Source: an optimization exercise on an open RTL-to-GDS flow (aim: small area and a short achievable clock period). Production flows keep margins and buffers that such runs may drop. Where RTL was checked, it was by simulation tests only, not by an equivalence proof against the original.

==> inputs of run a <==
Design alu_top, start of the top module:
module alu_top(CLK, OP1, OP2, OPRN, OUT, ZERO);
	input CLK;
	input [31:0] OP1;
	input [31:0] OP2;
	input [5:0] OPRN;
	output [31:0] OUT;
	output ZERO;
	reg [31:0] op1_q, op2_q;
	reg [5:0] oprn_q;
	reg [31:0] out_q;
	reg zero_q;
	wire [31:0] alu_out;
	wire alu_zero;
	ALU alu_inst(alu_out, alu_zero, op1_q, op2_q, oprn_q);
	always @(posedge CLK) begin
		op1_q <= OP1;
		op2_q <= OP2;
		oprn_q <= OPRN;
		out_q <= alu_out;
		zero_q <= alu_zero;
	end
	assign OUT = out_q;
	assign ZERO = zero_q;
endmodule
clock: 29.5 ns
lec_check: 0
cap_margin: 20
core_margin: 2
core_utilization: 40
slew_margin: 20
run.sh (not shown) runs the stock make flow with config.mk's settings and CLKGATE_MAP_FILE= SYNTH_SCRIPT=/design/flow/synth_recipe.tcl, a recipe that flattens the netlist after the stock synthesis.
==> inputs of run b, as changes to run a <==
--- a/flow/design.v
+++ b/flow/design.v
@@ -50,13 +50,13 @@
 	wire [31:0] x = is_shr ? arev : OP1;
 	wire [32:0] yb = {OP2, 1'b0};
 	wire sh_ok = ~|OP2[31:5];
 	wire [15:0] one, two, neg;
 	generate for (gi = 0; gi < 16; gi = gi + 1) begin : enc
 		wire y0 = yb[2*gi], y1 = yb[2*gi+1], y2 = yb[2*gi+2];
-		wire hit = sh_ok & (OP2[4:1] == gi);
+		wire hit = (OP2[4:1] == gi);
 		assign one[gi] = is_sh ? (hit & ~OP2[0]) : (y0 ^ y1);
 		assign two[gi] = is_sh ? (hit & OP2[0]) : ((y2 & ~y1 & ~y0) | (~y2 & y1 & y0));
 		assign neg[gi] = ~is_sh & y2;
 	end endgenerate
 	wire pp0_0 = ((x[0] & one[0]) | (1'b0 & two[0])) ^ neg[0];
 	wire pp0_1 = ((x[1] & one[0]) | (x[0] & two[0])) ^ neg[0];
@@ -812,22 +812,156 @@
 	ha u_ha17(hs17, hc17, c206, s221);
 	wire [31:0] ms = {c207, s207, c179, s179, c153, s153, c129, s129, hc12, hc11, c88, s88, c70, s70, hc8, c47, s47, c34, s34, hc5, hc4, c15, s15, hc2, c6, s6, c2, s2, c0, s0, pp0_1, pp0_0};
 	wire [31:0] mc = {hs17, 1'b0, hs16, 1'b0, hs15, 1'b0, hs14, 1'b0, hs13, hs12, hs11, 1'b0, hs10, 1'b0, hs9, hs8, 1'b0, hs7, 1'b0, hs6, hs5, hs4, 1'b0, hs3, hs2, 1'b0, hs1, 1'b0, hs0, 1'b0, 1'b0, neg[0]};
 	wire [31:0] fx = is_ari ? OP1 : ms;
 	wire [31:0] fy = is_ari ? (OP2 ^ {32{is_sub}}) : mc;
 	wire fci = is_ari & is_sub;
-	wire [31:0] sum = fx + fy + fci;
+	wire [31:0] pg_p = fx ^ fy;
+	wire [31:0] pg_g = fx & fy;
+	wire G0_0 = pg_g[0] | (pg_p[0] & fci);
+	wire G1_0 = pg_g[1] | (pg_p[1] & G0_0);
+	wire G3_2 = pg_g[3] | (pg_p[3] & pg_g[2]);
+	wire P3_2 = pg_p[3] & pg_p[2];
+	wire G5_4 = pg_g[5] | (pg_p[5] & pg_g[4]);
+	wire P5_4 = pg_p[5] & pg_p[4];
+	wire G7_6 = pg_g[7] | (pg_p[7] & pg_g[6]);
+	wire P7_6 = pg_p[7] & pg_p[6];
+	wire G9_8 = pg_g[9] | (pg_p[9] & pg_g[8]);
+	wire P9_8 = pg_p[9] & pg_p[8];
+	wire G11_10 = pg_g[11] | (pg_p[11] & pg_g[10]);
+	wire P11_10 = pg_p[11] & pg_p[10];
+	wire G13_12 = pg_g[13] | (pg_p[13] & pg_g[12]);
+	wire P13_12 = pg_p[13] & pg_p[12];
+	wire G15_14 = pg_g[15] | (pg_p[15] & pg_g[14]);
+	wire P15_14 = pg_p[15] & pg_p[14];
+	wire G17_16 = pg_g[17] | (pg_p[17] & pg_g[16]);
+	wire P17_16 = pg_p[17] & pg_p[16];
+	wire G19_18 = pg_g[19] | (pg_p[19] & pg_g[18]);
+	wire P19_18 = pg_p[19] & pg_p[18];
+	wire G21_20 = pg_g[21] | (pg_p[21] & pg_g[20]);
+	wire P21_20 = pg_p[21] & pg_p[20];
+	wire G23_22 = pg_g[23] | (pg_p[23] & pg_g[22]);
+	wire P23_22 = pg_p[23] & pg_p[22];
+	wire G25_24 = pg_g[25] | (pg_p[25] & pg_g[24]);
+	wire P25_24 = pg_p[25] & pg_p[24];
+	wire G27_26 = pg_g[27] | (pg_p[27] & pg_g[26]);
+	wire P27_26 = pg_p[27] & pg_p[26];
+	wire G29_28 = pg_g[29] | (pg_p[29] & pg_g[28]);
+	wire P29_28 = pg_p[29] & pg_p[28];
+	wire G31_30 = pg_g[31] | (pg_p[31] & pg_g[30]);
+	wire P31_30 = pg_p[31] & pg_p[30];
+	wire G2_0 = pg_g[2] | (pg_p[2] & G1_0);
+	wire G3_0 = G3_2 | (P3_2 & G1_0);
+	wire G6_4 = pg_g[6] | (pg_p[6] & G5_4);
+	wire P6_4 = pg_p[6] & P5_4;
+	wire G7_4 = G7_6 | (P7_6 & G5_4);
+	wire P7_4 = P7_6 & P5_4;
+	wire G10_8 = pg_g[10] | (pg_p[10] & G9_8);
+	wire P10_8 = pg_p[10] & P9_8;
+	wire G11_8 = G11_10 | (P11_10 & G9_8);
+	wire P11_8 = P11_10 & P9_8;
+	wire G14_12 = pg_g[14] | (pg_p[14] & G13_12);
+	wire P14_12 = pg_p[14] & P13_12;
+	wire G15_12 = G15_14 | (P15_14 & G13_12);
+	wire P15_12 = P15_14 & P13_12;
+	wire G18_16 = pg_g[18] | (pg_p[18] & G17_16);
+	wire P18_16 = pg_p[18] & P17_16;
+	wire G19_16 = G19_18 | (P19_18 & G17_16);
+	wire P19_16 = P19_18 & P17_16;
+	wire G22_20 = pg_g[22] | (pg_p[22] & G21_20);
+	wire P22_20 = pg_p[22] & P21_20;
+	wire G23_20 = G23_22 | (P23_22 & G21_20);
+	wire P23_20 = P23_22 & P21_20;
+	wire G26_24 = pg_g[26] | (pg_p[26] & G25_24);
+	wire P26_24 = pg_p[26] & P25_24;
+	wire G27_24 = G27_26 | (P27_26 & G25_24);
+	wire P27_24 = P27_26 & P25_24;
+	wire G30_28 = pg_g[30] | (pg_p[30] & G29_28);
+	wire P30_28 = pg_p[30] & P29_28;
+	wire G31_28 = G31_30 | (P31_30 & G29_28);
+	wire P31_28 = P31_30 & P29_28;
+	wire G4_0 = pg_g[4] | (pg_p[4] & G3_0);
+	wire G5_0 = G5_4 | (P5_4 & G3_0);
+	wire G6_0 = G6_4 | (P6_4 & G3_0);
+	wire G7_0 = G7_4 | (P7_4 & G3_0);
+	wire G12_8 = pg_g[12] | (pg_p[12] & G11_8);
+	wire P12_8 = pg_p[12] & P11_8;
+	wire G13_8 = G13_12 | (P13_12 & G11_8);
+	wire P13_8 = P13_12 & P11_8;
+	wire G14_8 = G14_12 | (P14_12 & G11_8);
+	wire P14_8 = P14_12 & P11_8;
+	wire G15_8 = G15_12 | (P15_12 & G11_8);
+	wire P15_8 = P15_12 & P11_8;
+	wire G20_16 = pg_g[20] | (pg_p[20] & G19_16);
+	wire P20_16 = pg_p[20] & P19_16;
+	wire G21_16 = G21_20 | (P21_20 & G19_16);
+	wire P21_16 = P21_20 & P19_16;
+	wire G22_16 = G22_20 | (P22_20 & G19_16);
+	wire P22_16 = P22_20 & P19_16;
+	wire G23_16 = G23_20 | (P23_20 & G19_16);
+	wire P23_16 = P23_20 & P19_16;
+	wire G28_24 = pg_g[28] | (pg_p[28] & G27_24);
+	wire P28_24 = pg_p[28] & P27_24;
+	wire G29_24 = G29_28 | (P29_28 & G27_24);
+	wire P29_24 = P29_28 & P27_24;
+	wire G30_24 = G30_28 | (P30_28 & G27_24);
+	wire P30_24 = P30_28 & P27_24;
+	wire G31_24 = G31_28 | (P31_28 & G27_24);
+	wire P31_24 = P31_28 & P27_24;
+	wire G8_0 = pg_g[8] | (pg_p[8] & G7_0);
+	wire G9_0 = G9_8 | (P9_8 & G7_0);
+	wire G10_0 = G10_8 | (P10_8 & G7_0);
+	wire G11_0 = G11_8 | (P11_8 & G7_0);
+	wire G12_0 = G12_8 | (P12_8 & G7_0);
+	wire G13_0 = G13_8 | (P13_8 & G7_0);
+	wire G14_0 = G14_8 | (P14_8 & G7_0);
+	wire G15_0 = G15_8 | (P15_8 & G7_0);
+	wire G24_16 = pg_g[24] | (pg_p[24] & G23_16);
+	wire P24_16 = pg_p[24] & P23_16;
+	wire G25_16 = G25_24 | (P25_24 & G23_16);
+	wire P25_16 = P25_24 & P23_16;
+	wire G26_16 = G26_24 | (P26_24 & G23_16);
+	wire P26_16 = P26_24 & P23_16;
+	wire G27_16 = G27_24 | (P27_24 & G23_16);
+	wire P27_16 = P27_24 & P23_16;
+	wire G28_16 = G28_24 | (P28_24 & G23_16);
+	wire P28_16 = P28_24 & P23_16;
+	wire G29_16 = G29_24 | (P29_24 & G23_16);
+	wire P29_16 = P29_24 & P23_16;
+	wire G30_16 = G30_24 | (P30_24 & G23_16);
+	wire P30_16 = P30_24 & P23_16;
+	wire G31_16 = G31_24 | (P31_24 & G23_16);
+	wire P31_16 = P31_24 & P23_16;
+	wire G16_0 = pg_g[16] | (pg_p[16] & G15_0);
+	wire G17_0 = G17_16 | (P17_16 & G15_0);
+	wire G18_0 = G18_16 | (P18_16 & G15_0);
+	wire G19_0 = G19_16 | (P19_16 & G15_0);
+	wire G20_0 = G20_16 | (P20_16 & G15_0);
+	wire G21_0 = G21_16 | (P21_16 & G15_0);
+	wire G22_0 = G22_16 | (P22_16 & G15_0);
+	wire G23_0 = G23_16 | (P23_16 & G15_0);
+	wire G24_0 = G24_16 | (P24_16 & G15_0);
+	wire G25_0 = G25_16 | (P25_16 & G15_0);
+	wire G26_0 = G26_16 | (P26_16 & G15_0);
+	wire G27_0 = G27_16 | (P27_16 & G15_0);
+	wire G28_0 = G28_16 | (P28_16 & G15_0);
+	wire G29_0 = G29_16 | (P29_16 & G15_0);
+	wire G30_0 = G30_16 | (P30_16 & G15_0);
+	wire G31_0 = G31_16 | (P31_16 & G15_0);
+	wire [31:0] cy = {G30_0, G29_0, G28_0, G27_0, G26_0, G25_0, G24_0, G23_0, G22_0, G21_0, G20_0, G19_0, G18_0, G17_0, G16_0, G15_0, G14_0, G13_0, G12_0, G11_0, G10_0, G9_0, G8_0, G7_0, G6_0, G5_0, G4_0, G3_0, G2_0, G1_0, G0_0, fci};
+	wire [31:0] sum = pg_p ^ cy;
 	wire [31:0] srev;
 	generate for (gi = 0; gi < 32; gi = gi + 1) begin : rev_s
 		assign srev[gi] = sum[31-gi];
 	end endgenerate
 	wire [31:0] lg = ({32{is_and}} & (OP1 & OP2)) | ({32{is_or}} & (OP1 | OP2)) | ({32{is_nor}} & ~(OP1 | OP2));
-	assign OUT = ({32{~is_shr & ~is_log}} & sum) | ({32{is_shr}} & srev) | lg;
+	wire sh_zero = is_sh & ~sh_ok;   
+	assign OUT = ({32{~is_shr & ~is_log & ~sh_zero}} & sum) | ({32{is_shr & sh_ok}} & srev) | lg;
 	wire [31:0] zq = {fx[30:0] | fy[30:0], 1'b0} | {32{fci}};
 	wire zs = &(~(fx ^ fy ^ zq));
-	assign ZERO = is_log ? ~|lg : zs;
+	assign ZERO = is_log ? ~|lg : (sh_zero | zs);
 endmodule
 module ha(s, co, a, b);
 	input a, b;
 	output s, co;
 	assign s = a ^ b;
 	assign co = a & b;
- SYNTH_HIERARCHICAL: not set -> 1
- SYNTH_MINIMUM_KEEP_SIZE: not set -> 0
==> qor summary <==
item	run a	run b
Global Route met1 Usage	39.2%	39.3%
Final RePlAce weighted congestion	0.946	0.964
Area share of buffers outside the clock network	7.25%	5.97%
Timing-limited maximum frequency	106 MHz	114 MHz
Worst setup timing slack at the placement stage	20.23 ns	21.00 ns
FF-to-FF End	out_q[0]$_DFF_P_	zero_q$_DFF_P_
Worst r2r path cells	28	24
Number of inverters outside the clock class in the layout	281	112
Pin count of the biggest net entering global routing	67	52
Multi-input combinational cell count	1629	1555
Vias	17000	15400
Floorplan die width	218 um	215 um
Slew @ Worst Pin	1.19 ns	1.13 ns
Post-Place Cell Area	20000 um2	19000 um2
Outcome	no timing/DRC/antenna violations	no timing/DRC/antenna violations
Non-Filler Instances	2789	2496
Met3 WL	6760 um	6050 um
Footprint of the multi-input gates	14700 um2	14700 um2
Area of the die	47400 um2	46200 um2
Mean instance size in the synthesized netlist	8.39 um2	9.27 um2
Worst-path maximum fanout	54	51
HPWL reported at the end of detailed placement	51900 um	51300 um


==> inputs of v17 <==
alu_top, a different RTL version from the one above (not shown whole).
Settings: LEC_CHECK=0, CAP_MARGIN=20, CORE_MARGIN=2, CORE_UTILIZATION=40, SLEW_MARGIN=20, SYNTH_HIERARCHICAL=1, SYNTH_MINIMUM_KEEP_SIZE=0; clock period 29.5 ns.
standard.sh (not shown) runs the stock make flow with config.mk's settings and CLKGATE_MAP_FILE= SYNTH_SCRIPT=/design/flow/synth_recipe.tcl, a recipe that flattens the netlist after the stock synthesis.
==> flow/flow/run.sh <==
#!/bin/bash
set -euo pipefail
bash standard.sh "BUFFER_PORTS_ARGS=-buffer_cell sky130_fd_sc_hd__buf_1" SETUP_SLACK_MARGIN=22.5 finish > standard_flow.log 2>&1
==> v20 (differences from v17) <==
--- a/flow/design.v
+++ b/flow/design.v
@@ -813,27 +813,30 @@
 	wire s220, c220;
 	fa u_fa220(s220, c220, s217, s218, c204);
 	wire s221, c221;
 	fa u_fa221(s221, c221, s219, c205, s220);
 	wire hs17, hc17;
 	ha u_ha17(hs17, hc17, c206, s221);
 	wire [31:0] ms = {c207, s207, c179, s179, c153, s153, c129, s129, hc12, hc11, c88, s88, c70, s70, hc8, c47, s47, c34, s34, hc5, hc4, c15, s15, hc2, c6, s6, c2, s2, c0, s0, pp0_1, pp0_0};
+	wire [19:0] mcn = {hs17, hs16, hs15, hs14, hs13, hs12, hs11, hs10, hs9, hs8, hs7, hs6, hs5, hs4, hs3, hs2, hs1, hs0, by[1], neg0b};
 	wire [31:0] mc = {hs17, 1'b0, hs16, 1'b0, hs15, 1'b0, hs14, 1'b0, hs13, hs12, hs11, 1'b0, hs10, 1'b0, hs9, hs8, 1'b0, hs7, 1'b0, hs6, hs5, hs4, 1'b0, hs3, hs2, 1'b0, hs1, 1'b0, hs0, 1'b0, by[1], neg0b};
 	wire [31:0] lg = ({32{is_and}} & (OP1 & OP2)) | ({32{is_or}} & (OP1 | OP2)) | ({32{is_nor}} & ~(OP1 | OP2));
 	wire sh_zero = is_sh & ~sh_ok;   
 	wire sel_s = ~is_shr & ~is_log & ~sh_zero;
 	wire sel_r = is_shr & sh_ok;
 	wire zfix = is_log ? ~|lg : sh_zero;   
 	wire zuse = ~is_log;                  
-	alu_fin u_fin(OUT, ZERO, ms, mc, fci, sel_s, sel_r, lg, zfix, zuse);
+	alu_fin u_fin(OUT, ZERO, ms, mcn, fci, sel_s, sel_r, lg, zfix, zuse);
 endmodule
-module alu_fin(OUT, ZERO, ms, mc, fci, sel_s, sel_r, lg, zfix, zuse);
+module alu_fin(OUT, ZERO, ms, mcn, fci, sel_s, sel_r, lg, zfix, zuse);
 	output [31:0] OUT;
 	output ZERO;
-	input [31:0] ms, mc, lg;
+	input [31:0] ms, lg;
+	input [19:0] mcn;
+	wire [31:0] mc = {mcn[19], 1'b0, mcn[18], 1'b0, mcn[17], 1'b0, mcn[16], 1'b0, mcn[15], mcn[14], mcn[13], 1'b0, mcn[12], 1'b0, mcn[11], mcn[10], 1'b0, mcn[9], 1'b0, mcn[8], mcn[7], mcn[6], 1'b0, mcn[5], mcn[4], 1'b0, mcn[3], 1'b0, mcn[2], 1'b0, mcn[1], mcn[0]};
 	input fci, sel_s, sel_r, zfix, zuse;
 	wire [31:0] fx = ms;
 	wire [31:0] fy = mc;
 	wire [31:0] pg_p = fx ^ fy;
 	wire [31:0] pg_g = fx & fy;
 	wire G0_0 = pg_g[0] | (pg_p[0] & fci);
 	wire G1_0 = pg_g[1] | (pg_p[1] & G0_0);
@@ -969,18 +972,98 @@
 	wire [31:0] sum = pg_p ^ cy;
 	wire [31:0] srev;
 	genvar gi;
 	generate for (gi = 0; gi < 32; gi = gi + 1) begin : rev_s
 		assign srev[gi] = sum[31-gi];
 	end endgenerate
 	assign OUT = ({32{sel_s}} & sum) | ({32{sel_r}} & srev) | lg;
-	wire [31:0] zq = {fx[30:0] | fy[30:0], 1'b0} | {32{fci}};
-	wire zs = ~|(fx ^ fy ^ zq);
+	wire zs;
+	alu_zd u_zd(zs, pg_p, pg_p | pg_g, fci);
 	assign ZERO = zfix | (zuse & zs);
 endmodule
+module alu_zd(zs, p, t, fci);
+	output zs;
+	input [31:0] p, t;
+	input fci;
+	wire [31:0] zq = {t[30:0], 1'b0} | {32{fci}};
+	wire [31:0] e = ~(p ^ zq);   
+	wire z0_0;
+	z_nand2 u_z0_0(z0_0, e[0], e[1]);
+	wire z0_1;
+	z_nand2 u_z0_1(z0_1, e[2], e[3]);
+	wire z0_2;
+	z_nand2 u_z0_2(z0_2, e[4], e[5]);
+	wire z0_3;
+	z_nand2 u_z0_3(z0_3, e[6], e[7]);
+	wire z0_4;
+	z_nand2 u_z0_4(z0_4, e[8], e[9]);
+	wire z0_5;
+	z_nand2 u_z0_5(z0_5, e[10], e[11]);
+	wire z0_6;
+	z_nand2 u_z0_6(z0_6, e[12], e[13]);
+	wire z0_7;
+	z_nand2 u_z0_7(z0_7, e[14], e[15]);
+	wire z0_8;
+	z_nand2 u_z0_8(z0_8, e[16], e[17]);
+	wire z0_9;
+	z_nand2 u_z0_9(z0_9, e[18], e[19]);
+	wire z0_10;
+	z_nand2 u_z0_10(z0_10, e[20], e[21]);
+	wire z0_11;
+	z_nand2 u_z0_11(z0_11, e[22], e[23]);
+	wire z0_12;
+	z_nand2 u_z0_12(z0_12, e[24], e[25]);
+	wire z0_13;
+	z_nand2 u_z0_13(z0_13, e[26], e[27]);
+	wire z0_14;
+	z_nand2 u_z0_14(z0_14, e[28], e[29]);
+	wire z0_15;
+	z_nand2 u_z0_15(z0_15, e[30], e[31]);
+	wire z1_0;
+	z_nor2 u_z1_0(z1_0, z0_0, z0_1);
+	wire z1_1;
+	z_nor2 u_z1_1(z1_1, z0_2, z0_3);
+	wire z1_2;
+	z_nor2 u_z1_2(z1_2, z0_4, z0_5);
+	wire z1_3;
+	z_nor2 u_z1_3(z1_3, z0_6, z0_7);
+	wire z1_4;
+	z_nor2 u_z1_4(z1_4, z0_8, z0_9);
+	wire z1_5;
+	z_nor2 u_z1_5(z1_5, z0_10, z0_11);
+	wire z1_6;
+	z_nor2 u_z1_6(z1_6, z0_12, z0_13);
+	wire z1_7;
+	z_nor2 u_z1_7(z1_7, z0_14, z0_15);
+	wire z2_0;
+	z_nand2 u_z2_0(z2_0, z1_0, z1_1);
+	wire z2_1;
+	z_nand2 u_z2_1(z2_1, z1_2, z1_3);
+	wire z2_2;
+	z_nand2 u_z2_2(z2_2, z1_4, z1_5);
+	wire z2_3;
+	z_nand2 u_z2_3(z2_3, z1_6, z1_7);
+	wire z3_0;
+	z_nor2 u_z3_0(z3_0, z2_0, z2_1);
+	wire z3_1;
+	z_nor2 u_z3_1(z3_1, z2_2, z2_3);
+	wire z4_0;
+	z_nand2 u_z4_0(z4_0, z3_0, z3_1);
+	assign zs = ~z4_0;
+endmodule
+module z_nand2(y, a, b);
+	output y;
+	input a, b;
+	assign y = ~(a & b);
+endmodule
+module z_nor2(y, a, b);
+	output y;
+	input a, b;
+	assign y = ~(a | b);
+endmodule
 module ha(s, co, a, b);
 	input a, b;
 	output s, co;
 	assign s = a ^ b;
 	assign co = a & b;
 endmodule
 module fa(s, co, a, b, c);
==> flow/flow/run.sh (replaced) <==
#!/bin/bash
set -euo pipefail
bash standard.sh "BUFFER_PORTS_ARGS=-buffer_cell sky130_fd_sc_hd__buf_1" SETUP_SLACK_MARGIN=22 finish > standard_flow.log 2>&1
==> v19 (differences from v17) <==
--- a/flow/design.v
+++ b/flow/design.v
@@ -969,18 +969,98 @@
 	wire [31:0] sum = pg_p ^ cy;
 	wire [31:0] srev;
 	genvar gi;
 	generate for (gi = 0; gi < 32; gi = gi + 1) begin : rev_s
 		assign srev[gi] = sum[31-gi];
 	end endgenerate
 	assign OUT = ({32{sel_s}} & sum) | ({32{sel_r}} & srev) | lg;
-	wire [31:0] zq = {fx[30:0] | fy[30:0], 1'b0} | {32{fci}};
-	wire zs = ~|(fx ^ fy ^ zq);
+	wire zs;
+	alu_zd u_zd(zs, pg_p, pg_p | pg_g, fci);
 	assign ZERO = zfix | (zuse & zs);
 endmodule
+module alu_zd(zs, p, t, fci);
+	output zs;
+	input [31:0] p, t;
+	input fci;
+	wire [31:0] zq = {t[30:0], 1'b0} | {32{fci}};
+	wire [31:0] e = ~(p ^ zq);   
+	wire z0_0;
+	z_nand2 u_z0_0(z0_0, e[0], e[1]);
+	wire z0_1;
+	z_nand2 u_z0_1(z0_1, e[2], e[3]);
+	wire z0_2;
+	z_nand2 u_z0_2(z0_2, e[4], e[5]);
+	wire z0_3;
+	z_nand2 u_z0_3(z0_3, e[6], e[7]);
+	wire z0_4;
+	z_nand2 u_z0_4(z0_4, e[8], e[9]);
+	wire z0_5;
+	z_nand2 u_z0_5(z0_5, e[10], e[11]);
+	wire z0_6;
+	z_nand2 u_z0_6(z0_6, e[12], e[13]);
+	wire z0_7;
+	z_nand2 u_z0_7(z0_7, e[14], e[15]);
+	wire z0_8;
+	z_nand2 u_z0_8(z0_8, e[16], e[17]);
+	wire z0_9;
+	z_nand2 u_z0_9(z0_9, e[18], e[19]);
+	wire z0_10;
+	z_nand2 u_z0_10(z0_10, e[20], e[21]);
+	wire z0_11;
+	z_nand2 u_z0_11(z0_11, e[22], e[23]);
+	wire z0_12;
+	z_nand2 u_z0_12(z0_12, e[24], e[25]);
+	wire z0_13;
+	z_nand2 u_z0_13(z0_13, e[26], e[27]);
+	wire z0_14;
+	z_nand2 u_z0_14(z0_14, e[28], e[29]);
+	wire z0_15;
+	z_nand2 u_z0_15(z0_15, e[30], e[31]);
+	wire z1_0;
+	z_nor2 u_z1_0(z1_0, z0_0, z0_1);
+	wire z1_1;
+	z_nor2 u_z1_1(z1_1, z0_2, z0_3);
+	wire z1_2;
+	z_nor2 u_z1_2(z1_2, z0_4, z0_5);
+	wire z1_3;
+	z_nor2 u_z1_3(z1_3, z0_6, z0_7);
+	wire z1_4;
+	z_nor2 u_z1_4(z1_4, z0_8, z0_9);
+	wire z1_5;
+	z_nor2 u_z1_5(z1_5, z0_10, z0_11);
+	wire z1_6;
+	z_nor2 u_z1_6(z1_6, z0_12, z0_13);
+	wire z1_7;
+	z_nor2 u_z1_7(z1_7, z0_14, z0_15);
+	wire z2_0;
+	z_nand2 u_z2_0(z2_0, z1_0, z1_1);
+	wire z2_1;
+	z_nand2 u_z2_1(z2_1, z1_2, z1_3);
+	wire z2_2;
+	z_nand2 u_z2_2(z2_2, z1_4, z1_5);
+	wire z2_3;
+	z_nand2 u_z2_3(z2_3, z1_6, z1_7);
+	wire z3_0;
+	z_nor2 u_z3_0(z3_0, z2_0, z2_1);
+	wire z3_1;
+	z_nor2 u_z3_1(z3_1, z2_2, z2_3);
+	wire z4_0;
+	z_nand2 u_z4_0(z4_0, z3_0, z3_1);
+	assign zs = ~z4_0;
+endmodule
+module z_nand2(y, a, b);
+	output y;
+	input a, b;
+	assign y = ~(a & b);
+endmodule
+module z_nor2(y, a, b);
+	output y;
+	input a, b;
+	assign y = ~(a | b);
+endmodule
 module ha(s, co, a, b);
 	input a, b;
 	output s, co;
 	assign s = a ^ b;
 	assign co = a & b;
 endmodule
 module fa(s, co, a, b, c);
==> results.txt <==
v19 passed the timing, design-rule and antenna checks. v17 produced a clean layout. v20 went through all stages and came out clean. In v17 the utilization is higher than in v20, by 4.2 points. The lowest maximum frequency belongs to v17, the highest to v19. Critical path depth, lowest first: v20, v17, v19. Of v20 and v19, v19 has the higher final area (gap 9.9%, measured against v19).
Function not checked in v19: the RTL went through the layout flow alone.

-- port drivers added, routing unchanged --
The results above use ideal ports. As a check the final layouts listed here were re-extracted and re-timed, cells and wires unchanged.
Step 1: set_driving_cell puts a clkbuf_16 on CLK and a buf_2 on each other input, an assumption about the parent block.
Step 2 moves the port delays by t, midway between the first and last clock arrival at a register: inputs arrive t later, outputs are due t later. That takes back most of the time a late clock gives input paths.
a / b / c = no drivers / after step 1 / after step 2; a / b = the first two.
run	t (ns)	slack for setup (ns)	worst setup path at the end	worst slew at a driven data input, ns	cell pins on the clock port's net
run a	0.435	20.085 / 20.085 / 20.085	register to register	0.08	1
run b	0.419	20.760 / 20.760 / 20.760	register to register	0.06	1
v17	0.407	22.005 / 22.005 / 22.005	register to register	0.04	1
v20	0.386	22.257 / 22.257 / 22.257	register to register	0.04	1
v19	0.390	22.390 / 22.390 / 22.390	register to register	0.05	1
After both steps every run listed still meets setup and hold.
